Source: an optimization exercise on an open RTL-to-GDS flow (aim: small area and a short achievable clock period). Production flows keep margins and buffers that such runs may drop. Function was checked by simulation only, so behaviour that the tests miss may differ from the original.

==> fjord: inputs <==
==> flow/design.v <==
module ALU(
        input               clk,
        input  logic [7:0]  number1,number2,
        input  logic [0:3]  opcode,
        output logic [15:0] resultant
    );
reg [7:0] a, b;
reg [3:0] op;
always @(posedge clk) begin
    a  <= number1;
    b  <= number2;
    op <= opcode;
end
wire        sub = (op == 4'd1);
wire [8:0]  addsub = {1'b0, a} + {1'b0, b ^ {8{sub}}} + {8'd0, sub};
wire [15:0] prod = a * b;
wire [7:0] q;
wire [7:0] rem;
genvar k;
generate
    for (k = 0; k < 8; k = k + 1) begin : row
        wire [k:0] x;
        wire [k:0] r;
        wire [k+1:0] d = {1'b0, x} - {1'b0, b[k:0]};
        wire hz;
        if (k == 0) begin : first
            assign x = a[7];
        end else begin : next
            assign x = {row[k-1].r, a[7-k]};
        end
        if (k == 7) begin : top
            assign hz = 1'b1;
        end else begin : mid
            assign hz = ~|b[7:k+1];
        end
        assign q[7-k] = hz & ~d[k+1];
        assign r = q[7-k] ? d[k:0] : x;
    end
endgenerate
assign rem = row[7].r;
wire bz = (b == 8'd0);
always @(posedge clk) begin
    case (op)
        4'd0:    resultant <= {7'd0, addsub[8], addsub[7:0]};
        4'd1:    resultant <= {{8{~addsub[8]}}, addsub[7:0]};
        4'd2:    resultant <= prod;
        4'd3:    resultant <= {{8{bz}}, q};
        4'd4:    resultant <= {8'd0, rem};
        default: resultant <= resultant;
    endcase
end
endmodule
==> flow/run.sh <==
#!/bin/bash
# synth_recipe.tcl (not shown) runs the flow's synth.tcl, then flattens the netlist and writes it again
# the make line also repeats each setting of config.mk as NAME=value (left out here)
make -C /OpenROAD-flow-scripts/flow DESIGN_CONFIG=/design/flow/config.mk WORK_HOME=/design/flow/orfs CLKGATE_MAP_FILE= SYNTH_SCRIPT=/design/flow/synth_recipe.tcl finish
==> flow/config.mk <==
export PLATFORM = sky130hd
export DESIGN_NAME = ALU
export DESIGN_NICKNAME = ALU
export VERILOG_FILES = /design/flow/design.v
export SDC_FILE = /design/flow/constraint.sdc
export NUM_CORES = 4
export LEC_CHECK = 0
export CAP_MARGIN = 20
export CORE_MARGIN = 2
export CORE_UTILIZATION = 40
export SLEW_MARGIN = 20
==> flow/constraint.sdc <==
create_clock -name core_clock -period 38.0 [get_ports {clk}]
set_input_delay 7.6000 -clock core_clock [delete_from_list [all_inputs] [get_ports {clk}]]
set_output_delay 7.6000 -clock core_clock [all_outputs]
set_load 0.01 [all_outputs]
==> xenon (differences from fjord) <==
==> flow/design.v (replaced) <==
module ALU(
        input               clk,
        input  logic [7:0]  number1,number2,
        input  logic [0:3]  opcode,
        output logic [15:0] resultant
    );
reg[15:0] stored_resultant;
always @(posedge clk) begin
    case (opcode)
        4'b0000:     
            stored_resultant <= number1 + number2;
        4'b0001:     
            stored_resultant <= number1 - number2;
        4'b0010:     
            stored_resultant <= number1 * number2;
        4'b0011:     
            stored_resultant <= (number2 == 8'd0) ? 16'hFFFF : number1 / number2;
        4'b0100:     
            stored_resultant <= (number2 == 8'd0) ? {8'd0, number1} : number1 % number2;
    endcase
    resultant <= stored_resultant;
end
endmodule
==> comparison table <==
                                                                        fjord           xenon
Placement Rows                                                               42              57
Largest net degree at the start of global routing                            19              22
Number of standard cells in the layout, taps in and fillers out             839            1649
Share of the core filled with cells in the final layout                   46.7%           45.3%
CP required                                                            38.04 ns        38.02 ns
Status                                                           finished clean  finished clean
Total wirelength of the detailed-routed design                         14100 µm        29100 µm
Overall die width                                                        121 µm          162 µm
Buffer share of cell area                                                 6.56%           5.37%
Cells after DPL                                                             831            1634
FF-to-FF path depth                                                          46               0
Setup slack of the critical path after layout                          25.29 ns         2.18 ns
Worst slew margin                                                         47.1%           33.8%

========
==> inputs of build 27 <==
ALU, a different RTL version from the one above (not shown whole).
export LEC_CHECK = 0
export ABC_AREA = 1
export CAP_MARGIN = 20
export CORE_MARGIN = 2
export CORE_UTILIZATION = 60
export CTS_BUF_LIST = sky130_fd_sc_hd__clkbuf_8
export SLEW_MARGIN = 20
export SYNTH_HIERARCHICAL = 1
export SYNTH_MINIMUM_KEEP_SIZE = 0
create_clock -name core_clock -period 38.0 [get_ports {clk}]
standard.sh (not shown) runs the stock make flow with config.mk's settings and CLKGATE_MAP_FILE= SYNTH_SCRIPT=/design/flow/synth_recipe.tcl, a recipe that flattens the netlist after the stock synthesis.
==> flow/flow/run.sh <==
#!/bin/bash
# The standard layout, with plain buf_2 cells as the port buffers.
# The whole make output goes to standard.log in the work folder.
bash standard.sh BUFFER_PORTS_ARGS="-buffer_cell sky130_fd_sc_hd__buf_2" finish > standard.log 2>&1
==> trial 21 (differences from build 27) <==
--- a/flow/design.v
+++ b/flow/design.v
@@ -104,123 +104,37 @@
 mul8 u_mul (.a(a), .b(b), .p(prod));
 wire [7:0] q;
 wire [7:0] rem;
 wire [9:0] b3 = {2'b00, b} + {1'b0, b, 1'b0};
 wire [3:0] x3 = {r_pre, a[4:4]};
 wire [3:0] r3;
 wire [9:0] m1_3 = {2'b00, b};
-wire [3:0] y1_3 = ~m1_3[3:0];
-wire [3:0] g1_3 = x3 & y1_3;
-wire [3:0] p1_3 = x3 ^ y1_3;
-wire G1_3_0_0 = g1_3[0] | p1_3[0];
-wire G1_3_1_1 = g1_3[1];
-wire P1_3_1_1 = p1_3[1];
-wire G1_3_2_2 = g1_3[2];
-wire P1_3_2_2 = p1_3[2];
-wire G1_3_3_3 = g1_3[3];
-wire P1_3_3_3 = p1_3[3];
-wire G1_3_1_0 = G1_3_1_1 | (P1_3_1_1 & G1_3_0_0);
-wire G1_3_3_2 = G1_3_3_3 | (P1_3_3_3 & G1_3_2_2);
-wire P1_3_3_2 = P1_3_3_3 & P1_3_2_2;
-wire G1_3_3_0 = G1_3_3_2 | (P1_3_3_2 & G1_3_1_0);
-wire G1_3_2_0 = G1_3_2_2 | (P1_3_2_2 & G1_3_1_0);
-wire [3:0] ci1_3 = {G1_3_2_0, G1_3_1_0, G1_3_0_0, 1'b1};
-wire [4:0] d1_3 = {~G1_3_3_0, p1_3 ^ ci1_3};
-wire ge1_3 = G1_3_3_0 & (b < 9'd16);
+wire [4:0] d1_3 = {1'b0, x3} - {1'b0, m1_3[3:0]};
+wire ge1_3 = ~d1_3[4] & (b < 9'd16);
 wire [0:0] qd3 = ge1_3;
 assign r3 = ge1_3 ? d1_3[3:0] : x3;
 wire [4:0] x4 = {r3, a[3:3]};
 wire [4:0] r4;
 wire [9:0] m1_4 = {2'b00, b};
-wire [4:0] y1_4 = ~m1_4[4:0];
-wire [4:0] g1_4 = x4 & y1_4;
-wire [4:0] p1_4 = x4 ^ y1_4;
-wire G1_4_0_0 = g1_4[0] | p1_4[0];
-wire G1_4_1_1 = g1_4[1];
-wire P1_4_1_1 = p1_4[1];
-wire G1_4_2_2 = g1_4[2];
-wire P1_4_2_2 = p1_4[2];
-wire G1_4_3_3 = g1_4[3];
-wire P1_4_3_3 = p1_4[3];
-wire G1_4_4_4 = g1_4[4];
-wire P1_4_4_4 = p1_4[4];
-wire G1_4_1_0 = G1_4_1_1 | (P1_4_1_1 & G1_4_0_0);
-wire G1_4_3_2 = G1_4_3_3 | (P1_4_3_3 & G1_4_2_2);
-wire P1_4_3_2 = P1_4_3_3 & P1_4_2_2;
-wire G1_4_3_0 = G1_4_3_2 | (P1_4_3_2 & G1_4_1_0);
-wire G1_4_2_0 = G1_4_2_2 | (P1_4_2_2 & G1_4_1_0);
-wire G1_4_4_0 = G1_4_4_4 | (P1_4_4_4 & G1_4_3_0);
-wire [4:0] ci1_4 = {G1_4_3_0, G1_4_2_0, G1_4_1_0, G1_4_0_0, 1'b1};
-wire [5:0] d1_4 = {~G1_4_4_0, p1_4 ^ ci1_4};
-wire ge1_4 = G1_4_4_0 & (b < 9'd32);
+wire [5:0] d1_4 = {1'b0, x4} - {1'b0, m1_4[4:0]};
+wire ge1_4 = ~d1_4[5] & (b < 9'd32);
 wire [0:0] qd4 = ge1_4;
 assign r4 = ge1_4 ? d1_4[4:0] : x4;
 wire [5:0] x5 = {r4, a[2:2]};
 wire [5:0] r5;
 wire [9:0] m1_5 = {2'b00, b};
-wire [5:0] y1_5 = ~m1_5[5:0];
-wire [5:0] g1_5 = x5 & y1_5;
-wire [5:0] p1_5 = x5 ^ y1_5;
-wire G1_5_0_0 = g1_5[0] | p1_5[0];
-wire G1_5_1_1 = g1_5[1];
-wire P1_5_1_1 = p1_5[1];
-wire G1_5_2_2 = g1_5[2];
-wire P1_5_2_2 = p1_5[2];
-wire G1_5_3_3 = g1_5[3];
-wire P1_5_3_3 = p1_5[3];
-wire G1_5_4_4 = g1_5[4];
-wire P1_5_4_4 = p1_5[4];
-wire G1_5_5_5 = g1_5[5];
-wire P1_5_5_5 = p1_5[5];
-wire G1_5_1_0 = G1_5_1_1 | (P1_5_1_1 & G1_5_0_0);
-wire G1_5_3_2 = G1_5_3_3 | (P1_5_3_3 & G1_5_2_2);
-wire P1_5_3_2 = P1_5_3_3 & P1_5_2_2;
-wire G1_5_5_4 = G1_5_5_5 | (P1_5_5_5 & G1_5_4_4);
-wire P1_5_5_4 = P1_5_5_5 & P1_5_4_4;
-wire G1_5_3_0 = G1_5_3_2 | (P1_5_3_2 & G1_5_1_0);
-wire G1_5_2_0 = G1_5_2_2 | (P1_5_2_2 & G1_5_1_0);
-wire G1_5_4_0 = G1_5_4_4 | (P1_5_4_4 & G1_5_3_0);
-wire G1_5_5_0 = G1_5_5_4 | (P1_5_5_4 & G1_5_3_0);
-wire [5:0] ci1_5 = {G1_5_4_0, G1_5_3_0, G1_5_2_0, G1_5_1_0, G1_5_0_0, 1'b1};
-wire [6:0] d1_5 = {~G1_5_5_0, p1_5 ^ ci1_5};
-wire ge1_5 = G1_5_5_0 & (b < 9'd64);
+wire [6:0] d1_5 = {1'b0, x5} - {1'b0, m1_5[5:0]};
+wire ge1_5 = ~d1_5[6] & (b < 9'd64);
 wire [0:0] qd5 = ge1_5;
 assign r5 = ge1_5 ? d1_5[5:0] : x5;
 wire [6:0] x6 = {r5, a[1:1]};
 wire [6:0] r6;
 wire [9:0] m1_6 = {2'b00, b};
-wire [6:0] y1_6 = ~m1_6[6:0];
-wire [6:0] g1_6 = x6 & y1_6;
-wire [6:0] p1_6 = x6 ^ y1_6;
-wire G1_6_0_0 = g1_6[0] | p1_6[0];
-wire G1_6_1_1 = g1_6[1];
-wire P1_6_1_1 = p1_6[1];
-wire G1_6_2_2 = g1_6[2];
-wire P1_6_2_2 = p1_6[2];
-wire G1_6_3_3 = g1_6[3];
-wire P1_6_3_3 = p1_6[3];
-wire G1_6_4_4 = g1_6[4];
-wire P1_6_4_4 = p1_6[4];
-wire G1_6_5_5 = g1_6[5];
-wire P1_6_5_5 = p1_6[5];
-wire G1_6_6_6 = g1_6[6];
-wire P1_6_6_6 = p1_6[6];
-wire G1_6_1_0 = G1_6_1_1 | (P1_6_1_1 & G1_6_0_0);
-wire G1_6_3_2 = G1_6_3_3 | (P1_6_3_3 & G1_6_2_2);
-wire P1_6_3_2 = P1_6_3_3 & P1_6_2_2;
-wire G1_6_5_4 = G1_6_5_5 | (P1_6_5_5 & G1_6_4_4);
-wire P1_6_5_4 = P1_6_5_5 & P1_6_4_4;
-wire G1_6_3_0 = G1_6_3_2 | (P1_6_3_2 & G1_6_1_0);
-wire G1_6_2_0 = G1_6_2_2 | (P1_6_2_2 & G1_6_1_0);
-wire G1_6_4_0 = G1_6_4_4 | (P1_6_4_4 & G1_6_3_0);
-wire G1_6_5_0 = G1_6_5_4 | (P1_6_5_4 & G1_6_3_0);
-wire G1_6_6_0 = G1_6_6_6 | (P1_6_6_6 & G1_6_5_0);
-wire [6:0] ci1_6 = {G1_6_5_0, G1_6_4_0, G1_6_3_0, G1_6_2_0, G1_6_1_0, G1_6_0_0, 1'b1};
-wire [7:0] d1_6 = {~G1_6_6_0, p1_6 ^ ci1_6};
-wire ge1_6 = G1_6_6_0 & (b < 9'd128);
+wire [7:0] d1_6 = {1'b0, x6} - {1'b0, m1_6[6:0]};
+wire ge1_6 = ~d1_6[7] & (b < 9'd128);
 wire [0:0] qd6 = ge1_6;
 assign r6 = ge1_6 ? d1_6[6:0] : x6;
 wire [7:0] x7 = {r6, a[0:0]};
 wire [7:0] r7;
 wire [9:0] m1_7 = {2'b00, b};
 wire [7:0] y1_7 = ~m1_7[7:0];
 wire [7:0] g1_7 = x7 & y1_7;
@@ -361,19 +275,33 @@
 fa1 u_fa40 (.x(c19), .y(s29), .z(c28), .s(s40), .c(c40));
 wire s41, c41;
 fa1 u_fa41 (.x(pp[55]), .y(pp[62]), .z(c29), .s(s41), .c(c41));
 wire [15:0] r0 = {1'b1, pp[63], s41, s40, s39, s38, s37, s36, s35, s34, s33, s32, s31, pp[16], pp[1], pp[0]};
 wire [15:0] r1 = {1'b1, c41, c40, c39, c38, c37, c36, c35, c34, c33, c32, c31, c30, s30, pp[8], 1'b1};
 wire [15:0] np;
 wire [16:0] cc;
-assign cc[0] = 1'b1;
 genvar g;
 generate for (g = 0; g < 16; g = g + 1) begin : cpa
-  fa1 u_fa (.x(r0[g]), .y(r1[g]), .z(cc[g]), .s(np[g]), .c(cc[g+1]));
 end endgenerate
+assign np[0] = pp[0];
+fa1 u_cpa1 (.x(pp[1]), .y(pp[8]), .z(1'b1), .s(np[1]), .c(cc[2]));
+fa1 u_cpa2 (.x(pp[16]), .y(s30), .z(cc[2]), .s(np[2]), .c(cc[3]));
+fa1 u_cpa3 (.x(s31), .y(c30), .z(cc[3]), .s(np[3]), .c(cc[4]));
+fa1 u_cpa4 (.x(s32), .y(c31), .z(cc[4]), .s(np[4]), .c(cc[5]));
+fa1 u_cpa5 (.x(s33), .y(c32), .z(cc[5]), .s(np[5]), .c(cc[6]));
+fa1 u_cpa6 (.x(s34), .y(c33), .z(cc[6]), .s(np[6]), .c(cc[7]));
+fa1 u_cpa7 (.x(s35), .y(c34), .z(cc[7]), .s(np[7]), .c(cc[8]));
+fa1 u_cpa8 (.x(s36), .y(c35), .z(cc[8]), .s(np[8]), .c(cc[9]));
+fa1 u_cpa9 (.x(s37), .y(c36), .z(cc[9]), .s(np[9]), .c(cc[10]));
+fa1 u_cpa10 (.x(s38), .y(c37), .z(cc[10]), .s(np[10]), .c(cc[11]));
+fa1 u_cpa11 (.x(s39), .y(c38), .z(cc[11]), .s(np[11]), .c(cc[12]));
+fa1 u_cpa12 (.x(s40), .y(c39), .z(cc[12]), .s(np[12]), .c(cc[13]));
+fa1 u_cpa13 (.x(s41), .y(c40), .z(cc[13]), .s(np[13]), .c(cc[14]));
+fa1 u_cpa14 (.x(pp[63]), .y(c41), .z(cc[14]), .s(np[14]), .c(cc[15]));
+assign np[15] = cc[15];
 assign p = ~np;
 endmodule
 module ppgen(input [7:0] a, input [7:0] b, output [63:0] pp);
 genvar i, j;
 generate for (i = 0; i < 8; i = i + 1) begin : row
     for (j = 0; j < 8; j = j + 1) begin : col
         nand1 u_nand (.x(a[j]), .y(b[i]), .z(pp[8*i+j]));
@@ -383,14 +311,20 @@
 module nand1(input x, input y, output z);
 assign z = ~(x & y);
 endmodule
 module fa1(input x, input y, input z, output s, output c);
 assign s = x ^ y ^ z;
 assign c = (x & y) | (x & z) | (y & z);
 endmodule
+module xnor1(input x, input y, output z);
+assign z = ~(x ^ y);
+endmodule
+module or1(input x, input y, output z);
+assign z = x | y;
+endmodule
 module han1(input x, input y, output s, output c);
 assign s = ~(x ^ y);
 assign c = x | y;
 endmodule
 module ha1(input x, input y, output s, output c);
 assign s = x ^ y;
 assign c = x & y;
==> summary.txt <==
Layout
  – # fillers: 656
  – NumNets Final: 725

Clock network
  – Clock latency (worst-skew pair): 0.31 ns

Outcome
  – Run status: no timing/DRC/antenna violations

Timing
  – Slew at the pin closest to its max-slew limit: 1.027 ns
That was build 27.
==> summary.txt <==
Outcome
  – Run status: no timing/DRC/antenna violations

Layout
  – # fillers: 715

Timing
  – Slew at the pin closest to its max-slew limit: 0.8944 ns

Clock network
  – Clock latency (worst-skew pair): 0.30 ns
  – Root Driver: clkbuf_8

Setup path
  – WP data required: 30.40 ns
  – Biggest cell delay along the critical path: 0.39 ns
That was trial 21.

separate check: timing with driven ports:
The flow's constraints put no driver on any port. The routed layouts listed below were extracted and timed again, unchanged, in two steps. Step 1: set_driving_cell puts a clkbuf_16 on clk and a buf_2 on each other input, an assumption about the parent block. Step 2 moves the port delays by t, midway between the first and last clock arrival at a register: inputs arrive t later, outputs are due t later. That takes back most of the time a late clock gives input paths. Slacks: ideal ports / drivers / drivers and shift; pairs: ideal ports / drivers.
| run | shift t [ns] | slack for setup (ns) | hold WS [ns] | slew at the worst register clock pin (ns) |
|---|---|---|---|---|
| fjord | 0.330 | 25.285 / 25.285 / 25.285 | 0.864 / 0.864 / 0.864 | 0.07 / 0.07 |
| xenon | 0.294 | 2.181 / 2.185 / 1.890 | 0.338 / 0.338 / 0.338 | 0.05 / 0.05 |
| build 27 | 0.328 | 29.337 / 29.337 / 29.143 | 0.629 / 0.629 / 0.629 | 0.10 / 0.10 |
| trial 21 | 0.331 | 29.560 / 29.529 / 29.248 | 0.725 / 0.725 / 0.725 | 0.08 / 0.08 |
After both steps every run listed still meets setup and hold. The setup slack of trial 21, which loses most, moves by -0.031 ns with the drivers and by -0.312 ns with both steps.
